Context: an optimization exercise on an open-source flow, tuned for small area and few clock cycles per item. The choices shown serve that exercise and are no tape-out recipe.
Only simulation tests tie the RTL to the original design; equivalence was not proved.

===== design/flow/config.mk =====
export PLATFORM = sky130hd
export DESIGN_NAME = dblcordicpll
export DESIGN_NICKNAME = dblcordicpll
export VERILOG_FILES = /design/flow/design.v
export SDC_FILE = /design/flow/constraint.sdc
export NUM_CORES = 4
export LEC_CHECK = 0
export ABC_AREA = 1
export CAP_MARGIN = 20
export CORE_MARGIN = 2
export CORE_UTILIZATION = 40
export PLACE_DENSITY = 0.6
export SLEW_MARGIN = 20

===== design/flow/constraint.sdc =====
create_clock -name core_clock -period 10.0 [get_ports {i_clk}]
set_input_delay 2.0000 -clock core_clock [delete_from_list [all_inputs] [get_ports {i_clk}]]
set_output_delay 2.0000 -clock core_clock [all_outputs]
set_load 0.01 [all_outputs]

===== design/flow/design.v =====
module	dblcordicpll (
		input	wire			i_clk,
		input	wire			i_reset,
		input	wire			i_ld,
		input	wire	[31:0]		i_step,
		input	wire			i_ce,
		input	wire	signed	[15:0]	i_input,
		input	wire	[4:0]		i_lgcoeff,
		output	wire	[15:0]		o_err,
		output	wire	[31:0]		o_phase,
		output	wire			pd_done
	);
	reg	[31:0]		r_phase, r_step;
	reg	signed	[15:0]	fil_sin, fil_cos;
	reg	[3:0]		lg;
	reg			st_rot, st_f1, st_vld, st_vec, st_done, st_post;
	reg	[3:0]		cm;	 
	reg	[3:0]		cmx, cmy, cmb;
	wire	[15:0]		nfil_cos, nfil_sin;	 
	wire	signed [31:0]	pcorr;			 
	reg	signed	[23:0]	xv, yv;
	reg	signed	[31:0]	ph;
	wire	idle = !(st_rot || st_f1 || st_vld || st_vec || st_done);
	wire	last_rot = (cm == 4'd8);
	wire	last_vec = (cm == 4'd10);
	wire	[3:0]	lga = lg - 4'd1;	 
	always @(posedge i_clk)
	if (i_reset)
	begin
		st_rot  <= 1'b0;
		st_f1   <= 1'b0;
		st_vld  <= 1'b0;
		st_vec  <= 1'b0;
		st_done <= 1'b0;
		st_post <= 1'b0;
	end else begin
		st_rot  <= i_ce || (st_rot && !last_rot);
		st_f1   <= st_rot && last_rot;
		st_vld  <= st_f1;
		st_vec  <= st_vld || (st_vec && !last_vec);
		st_done <= st_vec && last_vec;
		st_post <= st_done;
	end
	always @(posedge i_clk)
	if (i_ce)
		cm <= 4'd1;
	else if (st_f1)
		cm <= { 1'b0, lga[3:1] };
	else if (st_vld)
		cm <= 4'd0;
	else
		cm <= cm + 4'd1;
	always @(posedge i_clk)
	if (i_ce)
		cmy <= 4'd1;
	else if (st_f1)
		cmy <= { 1'b0, lga[3:1] };
	else if (st_vld)
		cmy <= 4'd0;
	else
		cmy <= cmy + 4'd1;
	always @(posedge i_clk)
	if (i_ce)
		cmx <= 4'd1;
	else if (st_f1)
		cmx <= { 1'b0, lga[3:1] };
	else if (st_vld)
		cmx <= 4'd0;
	else
		cmx <= cmx + 4'd1;
	always @(posedge i_clk)
	if (i_ce)
		cmb <= 4'd1;
	else if (st_f1)
		cmb <= { 1'b0, lga[3:1] };
	else if (st_vld)
		cmb <= 4'd0;
	else
		cmb <= cmb + 4'd1;
	always @(posedge i_clk)
	if (i_ce)
		lg <= i_lgcoeff[3:0];
	wire	e23 = yv[23] ? !((&yv) && xv[22]) : ((~|yv) && xv[22]);
	wire	same = st_done && (yv[23] == e23);
	wire	[29:0]	ca = ctab | { 22'd0, same, 2'b00, {3{same}}, {2{st_done}} };
	reg	[29:0]	cb, ctab;
	always @(*)
	case ({ idle, st_rot, cm })
	6'h20, 6'h21, 6'h22, 6'h23, 6'h24, 6'h25, 6'h26, 6'h27, 6'h28, 6'h29,
	6'h2a, 6'h2b, 6'h2c, 6'h2d, 6'h2e, 6'h2f,
	6'h30, 6'h31, 6'h32, 6'h33, 6'h34, 6'h35, 6'h36, 6'h37, 6'h38, 6'h39,
	6'h3a, 6'h3b, 6'h3c, 6'h3d, 6'h3e, 6'h3f: ctab = 30'h12e4051d;
	6'h11: ctab = 30'h09fb385b;
	6'h12: ctab = 30'h028b0d43;
	6'h13: ctab = 30'h00a2f61e;
	6'h14: ctab = 30'h0028be53;
	6'h15: ctab = 30'h000a2f98;
	6'h16: ctab = 30'h00028be6;
	6'h17: ctab = 30'h0000a2f9;
	6'h18: ctab = 30'h000028be;
	6'h01: ctab = 30'h051111d4;
	6'h02: ctab = 30'h0145d7e1;
	6'h03: ctab = 30'h00517c55;
	6'h04: ctab = 30'h00145f2e;
	6'h05: ctab = 30'h000517cc;
	6'h06: ctab = 30'h000145f3;
	6'h07: ctab = 30'h0000517c;
	6'h08: ctab = 30'h0000145f;
	6'h09: ctab = 30'h00000517;
	6'h0a: ctab = 30'h00000145;
		default: ctab = 30'h0;
	endcase
	always @(*)
	case ({ st_rot, cm })
	5'h11: cb = 30'h051111d4;
	5'h12: cb = 30'h0145d7e1;
	5'h13: cb = 30'h00517c55;
	5'h14: cb = 30'h00145f2e;
	5'h15: cb = 30'h000517cc;
	5'h16: cb = 30'h000145f3;
	5'h17: cb = 30'h0000517c;
	5'h18: cb = 30'h0000145f;
	5'h00: cb = 30'h09fb385b;
	5'h01: cb = 30'h028b0d43;
	5'h02: cb = 30'h00a2f61e;
	5'h03: cb = 30'h0028be53;
	5'h04: cb = 30'h000a2f98;
	5'h05: cb = 30'h00028be6;
	5'h06: cb = 30'h0000a2f9;
	5'h07: cb = 30'h000028be;
	5'h08: cb = 30'h00000a2f;
	5'h09: cb = 30'h0000028b;
	5'h0a: cb = 30'h000000a2;
	5'h0b: cb = 30'h0000004e;
	default: cb = 30'h0;
	endcase
	wire	[31:0]	nco = ~r_phase;
	wire	[2:0]	q = nco[31:29];
	wire	[31:0]	rp = { {2{nco[29]}}, nco[29:0] };
	wire		re = !nco[29];	 
	wire	[1:0]	vq = { nfil_cos[15], nfil_sin[15] };
	wire	signed [15:0]	nsrc = idle ? i_input : (vq == 2'b10) ? nfil_cos : nfil_sin;
	wire	signed [17:0]	nval = -{ {2{nsrc[15]}}, nsrc };
	wire	signed [23:0]	n4 = { nval, 6'd0 };
	wire	signed [23:0]	n2 = { nval[17], nval, 5'd0 };
	wire	signed [23:0]	p4 = { {2{i_input[15]}}, i_input, 6'd0 };
	wire	signed [23:0]	p2 = { {3{i_input[15]}}, i_input, 5'd0 };
	wire	signed [23:0]	fx = { {2{nfil_cos[15]}}, nfil_cos, 6'd0 };
	wire	signed [23:0]	fy = { {2{nfil_sin[15]}}, nfil_sin, 6'd0 };
	reg	signed [23:0]	lx, ly;
	always @(*)
	if (idle)
		case (q)
		3'b001, 3'b010: begin lx = n4; ly = re ? n2 : p2; end
		3'b011, 3'b100: begin lx = re ? p2 : n2; ly = n4; end
		3'b101, 3'b110: begin lx = p4; ly = re ? p2 : n2; end
		default:        begin lx = re ? n2 : p2; ly = p4; end
		endcase
	else
		case (vq)
		2'b10:   begin lx = fy; ly = n4; end
		2'b11:   begin lx = n4; ly = fx; end
		default: begin lx = fx; ly = fy; end
		endcase
	reg	[2:0]	vp;
	always @(*)
	case (vq)
	2'b01: vp = 3'h7;
	2'b10: vp = 3'h3;
	2'b11: vp = 3'h5;
	default: vp = 3'h1;
	endcase
	wire	[4:0]	sa = { cmx, 1'b0 };
	wire		lshift = st_done || st_post;
	wire	[4:0]	sb = { lshift ? lga[3:1] : cmb, 1'b1 };
	wire		ea = idle ? re : st_rot ? !ph[31] : yv[23];
	wire	signed [23:0]	xsfa = xv >>> sa;
	wire	signed [23:0]	ysfa = yv >>> { cmy, 1'b0 };
	wire	[23:0]	xsa = { xsfa[23:4], st_rot ? 4'd0 : xsfa[3:0] };
	wire	[23:0]	ysa = { ysfa[23:4], st_rot ? 4'd0 : ysfa[3:0] };
	wire	[23:0]	xa, ya;
	wire	[31:0]	pa;
	wire		eax = !st_vld && ea;
	wire		eay = st_vld || ea;
	bkadd #(.W(24)) axa (.a(st_vld ? { fil_sin, 8'd0 } : xv), .b(ysa ^ {24{eax}}),  .ci(eax),  .s(xa));
	bkadd #(.W(24)) aya (.a(st_vld ? { fil_cos, 8'd0 } : yv), .b(xsa ^ {24{!eay}}), .ci(!eay), .s(ya));
	bkadd #(.W(32)) apa (.a(idle ? rp : ph), .b({ 2'b00, ca } ^ {32{ea}}), .ci(ea), .s(pa));
	wire		eb = st_rot ? !pa[31] : ya[23];
	wire	[31:0]	pfs;
	wire	signed [23:0]	xsfb = $signed(lshift ? pfs[31:8] : xa) >>> sb;
	wire	signed [23:0]	ysfb = $signed(lshift ? pfs[23:0] : ya) >>> sb;
	wire	[23:0]	xsb = { xsfb[23:4], st_rot ? 4'd0 : xsfb[3:0] };
	wire	[23:0]	ysb = { ysfb[23:4], st_rot ? 4'd0 : ysfb[3:0] };
	wire	[23:0]	xb, yb;
	wire	[31:0]	pb;
	bkadd #(.W(24)) axb (.a(xa), .b(ysb ^ {24{eb}}),  .ci(eb),  .s(xb));
	bkadd #(.W(24)) ayb (.a(ya), .b(xsb ^ {24{!eb}}), .ci(!eb), .s(yb));
	wire		lsub = st_done || st_post;
	wire	[31:0]	pba = (st_f1 || st_done) ? r_phase : st_post ? r_step : pa;
	wire	[31:0]	pbb = st_f1 ? r_step : lsub ? ~pcorr : ({ 2'b00, cb } ^ {32{eb}});
	bkadd #(.W(32)) apb (.a(pba), .b(pbb), .ci(lsub || (eb && !st_f1)), .s(pb));
	wire	[15:0]	tr_cos, tr_sin;
	filt1 fc (.v(xv), .f(fil_cos), .t(tr_cos));
	filt1 fs (.v(yv), .f(fil_sin), .t(tr_sin));
	assign	nfil_cos = ya[23:8];
	assign	nfil_sin = xa[23:8];
	always @(posedge i_clk)
	if (i_reset)
	begin
		fil_cos <= 16'd0;
		fil_sin <= 16'd0;
	end else if (st_vld)
	begin
		fil_cos <= nfil_cos;
		fil_sin <= nfil_sin;
	end
	wire	signed [31:0]	pfin = st_post ? ph : pa;
	assign	pfs = lg[0] ? pfin : (pfin >>> 1);
	assign	pcorr = { xsfb, ysfb[7:0] };
	always @(posedge i_clk)
	if (i_ce || st_vld)
	begin
		xv <= lx;
		yv <= ly;
	end else if (st_f1)
	begin
		xv <= lga[0] ? { tr_cos[15], tr_cos, 7'd0 } : { tr_cos, 8'd0 };
		yv <= lga[0] ? { tr_sin[15], tr_sin, 7'd0 } : { tr_sin, 8'd0 };
	end else begin
		xv <= xb;
		yv <= yb;
	end
	always @(posedge i_clk)
	if (i_ce)
		ph <= pa;
	else if (st_vld)
		ph <= { vp, 29'd0 };
	else if (st_done)
		ph <= pcorr >>> 2;
	else
		ph <= pb;
	always @(posedge i_clk)
	if (i_reset)
		r_phase <= 32'd0;
	else if (st_done || st_f1)
		r_phase <= pb;
	always @(posedge i_clk)
	if (i_reset)
		r_step <= 32'd0;
	else if (i_ld)
		r_step <= i_step;
	else if (st_post)
		r_step <= pb;
	assign	pd_done = st_done;
	assign	o_err   = pa[31:16];
	assign	o_phase = r_phase;
endmodule
module	bkadd #(parameter W = 24) (
		input	wire	[W-1:0]	a, b,
		input	wire		ci,
		output	wire	[W-1:0]	s
	);
	localparam N = W + 1;			 
	localparam L = (N > 32) ? 6 : (N > 16) ? 5 : (N > 8) ? 4 : (N > 4) ? 3 : (N > 2) ? 2 : 1;
	wire [N-1:0] g [0:2*L];
	wire [N-1:0] p [0:2*L];
	assign g[0] = { a & b, ci };
	assign p[0] = { a ^ b, 1'b0 };
	genvar i, j;
	generate
	for (i = 0; i < L; i = i + 1) begin : UP
		for (j = 0; j < N; j = j + 1) begin : N_
			if ((j % (2 << i)) == (2 << i) - 1) begin : OP
				assign g[i+1][j] = g[i][j] | (p[i][j] & g[i][j - (1 << i)]);
				assign p[i+1][j] = p[i][j] & p[i][j - (1 << i)];
			end else begin : PASS
				assign g[i+1][j] = g[i][j];
				assign p[i+1][j] = p[i][j];
			end
		end
	end
	for (i = L - 2; i >= 0; i = i - 1) begin : DN
		for (j = 0; j < N; j = j + 1) begin : N_
			if ((j >= (3 << i) - 1) && ((j - ((3 << i) - 1)) % (2 << i) == 0)) begin : OP
				assign g[2*L-1-i][j] = g[2*L-2-i][j] | (p[2*L-2-i][j] & g[2*L-2-i][j - (1 << i)]);
				assign p[2*L-1-i][j] = p[2*L-2-i][j] & p[2*L-2-i][j - (1 << i)];
			end else begin : PASS
				assign g[2*L-1-i][j] = g[2*L-2-i][j];
				assign p[2*L-1-i][j] = p[2*L-2-i][j];
			end
		end
	end
	endgenerate
	assign s = p[0][N-1:1] ^ g[2*L-1][N-2:0];
endmodule
module	filt1 (
		input	wire	[23:0]	v,
		input	wire	[15:0]	f,
		output	wire	[15:0]	t
	);
	wire		c = v[6] & (v[7] | v[5] | v[4]);
	wire	[15:0]	pm, d;
	rcadd #(.W(16)) ar (.a(v[22:7]), .b(16'd0), .ci(c), .s(pm));
	rcadd #(.W(16)) ad (.a(pm), .b(~f), .ci(1'b1), .s(d));
	rcadd #(.W(16)) at (.a(d), .b({ d[15], d[15:1] }), .ci(1'b0), .s(t));
endmodule
module rcadd #(parameter W = 16) (input [W-1:0] a, b, input ci, output [W-1:0] s, output co);
	wire [W:0] c; assign c[0] = ci;
	genvar i;
	generate for (i = 0; i < W; i = i + 1) begin : BIT
		assign s[i] = a[i] ^ b[i] ^ c[i];
		assign c[i+1] = (a[i] & b[i]) | (c[i] & (a[i] ^ b[i]));
	end endgenerate
	assign co = c[W];
endmodule

===== design/flow/run.sh =====
#!/bin/bash
# synth_recipe.tcl (not shown) runs the flow's synth.tcl, then flattens the netlist and writes it again
# the make line also repeats each setting of config.mk as NAME=value (left out here)
make -C /OpenROAD-flow-scripts/flow DESIGN_CONFIG=/design/flow/config.mk WORK_HOME=/design/flow/orfs CLKGATE_MAP_FILE= SYNTH_SCRIPT=/design/flow/synth_recipe.tcl finish

==> results by group <==
Yosys
  • Adder-Cell Fraction of Synth Area: 0.1840
  • Fraction of the mapped netlist area in compound gates: 0.2671
  • Synth Cell Area: 0.02778 mm^2
  • Main area contributors after synthesis: dfxtp_1 (14%), nand2_1 (13%), o21ai_0 (11%)
  • Synth Flop Type: dfxtp_1
  • Top-area cell type share of the netlist area: 0.1427
  • Post-Syn Instances: 4323
  • Synth Area in Simple Gates: 0.2293
  • Mapped Nets: 4710
  • Ys Warns: 3
  • Synth cell types: 68
  • Post-synthesis mux area share: 0.004323
  • Post-synth EDFFs: 4
  • Synthesized flop and latch total: 202
  • Xor/xnor share of the synthesized area: 0.06048
  • Main combinational cell family by area after synthesis: compound AO/OA/AOI/OAI gates
  • Async set-reset flop share out of synthesis: 0
  • Synth area leader: dfxtp_1
  • Sequential area share after synthesis: 0.1470
  • Syn avg cell area: 6.427 um^2

Cells and area
  • Fin nets: 4883
  • Finished Cell Area: 0.03222 mm^2
  • Final non-filler cell total: 5446
  • Fraction of layout cells with a size suffix above 1: 0.1121
  • Most frequent cells in the layout: nand2_1 (928), o21ai_0 (614), inv_1 (496), nor2_1 (320), buf_4 (281)
  • Most common cell after layout, fill and taps aside: nand2_1
  • Area Growth Syn to Fin: 15.96%

Place
  • Count of input and output buffers: 104
  • Place WS: 0.1230 ns
  • Dpl hpwl: 97650 um
  • Placed cell area: 0.03118 mm^2
  • GP Congestion: 1.066
  • Placed cell count: 5396

Setup path
  • CP Class: register to register
  • Worst Path Arrival: 9.85 ns
  • Most common cell on crit path: o21ai_0
  • Crit Path Max Fanout: 4
  • Critical path startpoint category: register
  • CP Data Required Time: 10.53 ns
  • Worst R2R Path Depth: 53
  • Slowest CP cell: o21ai_0
  • Max stage delay on crit path: 0.50 ns
  • Setup crit end kind: register

Floorplanning
  • Row cnt: 96
  • Full die area: 0.07159 mm^2
  • Die width: 267.6 um
  • Die Ht: 267.6 um
  • Core ar.: 0.06871 mm^2
  • I/O pin cnt: 106
  • Initial Utilization: 0.4044

Hold path
  • WHS Path Cells: 2
  • Worst Hold Class: register to register

GRT
  • Largest net degree at the start of global routing: 83
  • Vias in the first global route: 29220
  • Grt ovf: 0
  • Initial antenna violation count: 1
  • First-pass GRT wire length: 184300 um
  • Total GRT Usage: 0.3404

STA
  • Final slew viol count: 0
  • Final Hold Viols: 0
  • Clk_skew: 0.03789 ns
  • Achievable clock frequency: 0.1073 GHz
  • Worst-margin pin slew: 1.095 ns
  • Worst slew margin: 0.2698
  • Final TNS setup: 0 ns
  • Worst setup margin: 0.6771 ns
  • Setup violations, final: 0
  • Final min period: 9.323 ns
  • Final period utilization: 0.9323
  • Hold slack: 0.4783 ns

Detailed routing
  • Routed wl met2: 55120 um
  • Wire length on met1: 52370 um
  • Highest Signal Layer: met5
  • Drt first pass iters: 6
  • Final ANT Viol Nets: 0
  • Post-DR vias/cell: 5.729
  • Avg WL per Cell: 22.70 um
  • # DRC: 0
  • Via count: 31200
  • WL met3: 9878 um
  • DRT iter0 DRCs: 3178
  • Total Wirelength: 123600 um

CTS
  • Hold bufs inserted after CTS: 0
  • TritonCTS clock tree: yes
  • H-tree depth: 1
  • Cts bufs inserted: 27
  • CTS clk-pin slew, worst paths: 0.07 ns
  • CTS sink count: 202
  • CTS root buffer: clkbuf_16
  • Clk Latency, worst-skew pair: 0.60 ns
  • Max Root-Sink Buffers: 3

Flow run
  • MaxCap Viol Count: 0

Run status
  • Status: finished clean
==> per-layer routing <==
metal / vias up / track usage
met3: 293 / 0.04606
met4: 2 / 0.1520
met2: 1427 / 0.5473
met1: 14680 / 0.4538
li1: 14790 / -
met5: - / 0
==> logic make-up after synthesis <==
kind of cell	count (synthesis)
buffers and inverters	772
adder cells (fa/ha/maj)	330
XOR/XNOR	191
multiplexers	12
AO/OA/AOI/OAI	1297
AND/OR/NAND/NOR	1519
flip-flops	202
==> final timing paths <==
kind                   endpoint         startpoint  slack [ns]
max              ph[30]$_DFF_P_     yv[15]$_DFF_P_        0.68
min          st_done$_SDFF_PP0_  st_vec$_SDFF_PP0_        0.48
max reg2reg      ph[30]$_DFF_P_     yv[15]$_DFF_P_        0.68
min reg2reg  st_done$_SDFF_PP0_  st_vec$_SDFF_PP0_        0.48
==> cell usage after synthesis, types with 23 or more instances <==
cell and number:
nand2_1 928, o21ai_0 631, inv_1 501, nor2_1 327
a21oi_1 275, ha_1 199, dfxtp_1 198, clkbuf_1 183
xor2_1 150, fa_1 131, nand3_1 98, a31oi_1 74
o211ai_1 64, o22ai_1 59, xnor2_1 40, nand2_2 35
or2_2 32, o221ai_1 30, nand4_1 28, buf_1 27
buf_2 23
==> stage by stage <==
stage | utilization
after floorplan | -
after global placement | 0.4539
after detailed placement | 0.4539
after CTS | 0.4669
after global routing | 0.4689
final | 0.4690
==> sequential cells by signal, summed over array words and instances (netlist names) <==
name and count:
yv 24, r_step 32, fil_cos 16, st_post 1, st_vld 1, st_vec 1, fil_sin 16, xv 24
ph 32, st_f1 1, r_phase 32, cmy 4, st_rot 1, cmb 4, lg 4, cmx 4
st_done 1, cm 4
==> layout make-up <==
| class | instances | area (um^2) |
|---|---|---|
| antenna | 1 | 2.502 |
| clock buffer | 39 | 800.8 |
| clock inverter | 8 | 95.09 |
| fill | 7333 | 36490 |
| inverter | 526 | 1979 |
| multi-input combinational | 3349 | 20840 |
| sequential | 202 | 4093 |
| tap | 931 | 1165 |
| timing repair buffer | 390 | 3246 |
==> critical path: cells and delay by family, from the launching register on <==
family          cells  cell delay (ns)
flops               1             0.46
simple gates       18             1.95
compound gates     21             4.00
xor+xnor            2             0.33
fa+ha+maj           4             1.49
buf+inv             8             0.97
==> what timing repair did <==
action	in CTS	in global routing
buffers inserted	0	2
setup endpoints to repair	0	36
resized for setup	0	46
Testbench counts, summed over its fixed seeds: cycles 88,320, items 3,840.

-- what the ideal ports hide --
In the flow no input, the clock included, has a driving cell. The finished layout below was timed again as built, in two steps. Step 1 assumes that a clkbuf_16 drives the clock port and a buf_2 every other input. Step 2 also shifts input and output timing later by t, the mid clock arrival at the registers, as if the neighbouring blocks saw the same clock. a / b / c = no drivers / after step 1 / after step 2; a / b = the first two.
shift t [ns]: 0.645
slack for setup (ns): 0.677 / 0.677 / 0.677
slew at the worst register clock pin (ns): 0.07 / 0.07
worst slew at a driven data input, ns: 0.06
After both steps setup and hold are still met in this run. The setup slack of this run moves by 0.000 ns with the drivers and by 0.000 ns with both steps.
